This design comes from an exercise in tuning for a short achievable clock period and few clock cycles on the open sky130 flow, not from production work.
Function was checked by simulation only, so behaviour that the tests miss may differ from the original.

Design sm_pcpu, start of the top module:
module sm_pcpu
(
    input           clk,         
    input           rst_n,       
    input   [ 4:0]  regAddr,     
    output  [31:0]  regData,     
    output  [31:0]  imAddr,      
    input   [31:0]  imData,      
    output  [31:0]  dmAddr,      
    output          dmWe,        
    output  [31:0]  dmWData,     
    output          dmValid,     
    input           dmReady,     
    input   [31:0]  dmRData      
);
    localparam BHT_IW = 6;
    localparam BHT_N  = 1 << BHT_IW;
    localparam RS_ADD = 0, RS_SUB = 1, RS_OR = 2, RS_SLTU = 3,
               RS_SLL = 4, RS_SRL = 5, RS_IMM = 6, RS_CP0 = 7;
    reg  [31:0] pc_F;
    reg         v_E;
    reg  [31:0] pc_E;
    reg  [31:0] pcp4_E;
    reg  [31:0] btgt_E;
    reg         pred_E;
    reg  [31:0] opA_E;
    reg  [31:0] opB_E;
    reg  [31:0] opI_E;       
    reg  [ 5:0] srcA_E;
    reg  [ 5:0] srcB_E;
    reg  [ 5:0] srcI_E;
    reg  [ 5:0] srcAn_E;
    reg  [ 5:0] srcBn_E;
    reg  [ 5:0] srcIn_E;
    reg  [31:0] imm_E;
    reg  [ 4:0] sa_E;
    reg  [ 7:0] rsel_E;
    reg  [ 3:0] kind_E;      
    reg  [ 4:0] dst_E;
    reg         rw_E;
    reg         ld_E;
    reg         st_E;
    reg         br_E;
    reg         bne_E;
    reg         mtc0_E;
    reg         eret_E;
    reg         ri_E;
    reg  [ 4:0] cp0sel_E;    
    reg         v_M;
    reg  [31:0] sum_M;
    reg  [31:0] dif_M;
    reg         slt_M;
    reg  [31:0] oth_M;
    reg  [ 3:0] kind_M;
    reg  [31:0] wd_M;
    reg  [ 4:0] dst_M;
    reg         rw_M;
    reg         ld_M;
    reg         req_M;       
    reg         we_M;        
    reg  [31:0] cp0_Count;
    reg  [31:0] cp0_Compare;
    reg  [ 7:0] cp0_StatusIM;
    reg         cp0_StatusEXL;
    reg         cp0_StatusIE;
    reg         cp0_CauseDC;
  ...
Size: about 9,500 cells after synthesis, roughly 200 I/O pins.
==> flow/config.mk <==
export PLATFORM = sky130hd
export DESIGN_NAME = sm_pcpu
export DESIGN_NICKNAME = sm_pcpu
export VERILOG_FILES = /design/flow/design.v
export SDC_FILE = /design/flow/constraint.sdc
export NUM_CORES = 4
export LEC_CHECK = 0
export ABC_CLOCK_PERIOD_IN_PS = 1000
export CAP_MARGIN = 20
export CORE_MARGIN = 2
export CORE_UTILIZATION = 30
export PLACE_DENSITY = 0.55
export SETUP_SLACK_MARGIN = 2.8
export SLEW_MARGIN = 20
export TNS_END_PERCENT = 100
==> flow/constraint.sdc <==
create_clock -name core_clock -period 6.5 [get_ports {clk}]
set_input_delay 1.3000 -clock core_clock [delete_from_list [all_inputs] [get_ports {clk}]]
set_output_delay 1.3000 -clock core_clock [all_outputs]
set_load 0.01 [all_outputs]
standard.sh (not shown) runs the stock make flow with config.mk's settings and CLKGATE_MAP_FILE= SYNTH_SCRIPT=/design/flow/synth_recipe.tcl, a recipe that flattens the netlist after the stock synthesis.
==> flow/flow/run.sh <==
#!/bin/bash
# Own layout flow: the standard synthesis, unchanged, then the standard flow's
# standard layout (standard.sh) with two differences:
#  - the port buffers are inserted as sky130_fd_sc_hd__buf_4 instead of the
#    delay buffer that buffer_ports picks by default;
#  - delay cells (clkdlybuf4s*, dlygate4sd*, dlymetal6s*) are added to the
#    platform's don't-use list (flow/dont_use.txt repeats the platform's own
#    list first), so timing repair sizes with real buffers.
# Each make run's full output goes to its own log in the work folder; ORFS
# also keeps each tool's log under orfs/logs/.
set -euo pipefail
DU="$(cat flow/dont_use.txt)"
bash standard.sh synth > synth.log 2>&1
bash standard.sh "DONT_USE_CELLS=$DU" "BUFFER_PORTS_ARGS=-buffer_cell sky130_fd_sc_hd__buf_4" finish > layout.log 2>&1
test -s out/final.def
Other scripts of this flow, unchanged in this note and not shown: flow/flow/dont_use.txt
The starting point finished with timing, DRC and antenna clean.
Testbench counts at the start, summed over its fixed seeds: cycles 73,081.
Next try:
CORE_UTILIZATION = 35   (was 30)
PLACE_DENSITY = 0.65   (was 0.55)
SETUP_SLACK_MARGIN = 3.0   (was 2.8)
Result: The changed run finished clean; clock skew increases by 0.022 ns; synthesized area does not change; global-route usage increases by 5.3 points.

[afterwards: timing with drivers on the ports]
No port has a modelled driver above. Below, the same layouts with a new extraction and two added sets of constraints. Step 1 sets driving cells, clkbuf_16 on the clock port and buf_2 on the other inputs (assumed; they add their load-dependent delay and slew). Step 2, shift: input delay + t, output delay - t, t = (earliest + latest rising clock arrival at the registers) / 2. This alone moves slack from input paths to output paths. Slacks: ideal / step 1 / step 2; pairs: ideal / step 1.
run | t (ns) | setup WS [ns] | worst register clock-pin slew, ns | worst data-port slew with drivers (ns)
the first run | 1.102 | 2.458 / 2.485 / 1.383 | 0.07 / 0.07 | 0.26
the second run | 1.034 | 2.504 / 2.504 / 1.735 | 0.08 / 0.08 | 0.11
After both steps setup and hold are still met in every run listed. The setup slack of the first run, which loses most, moves by +0.027 ns with the drivers and by -1.075 ns with both steps.
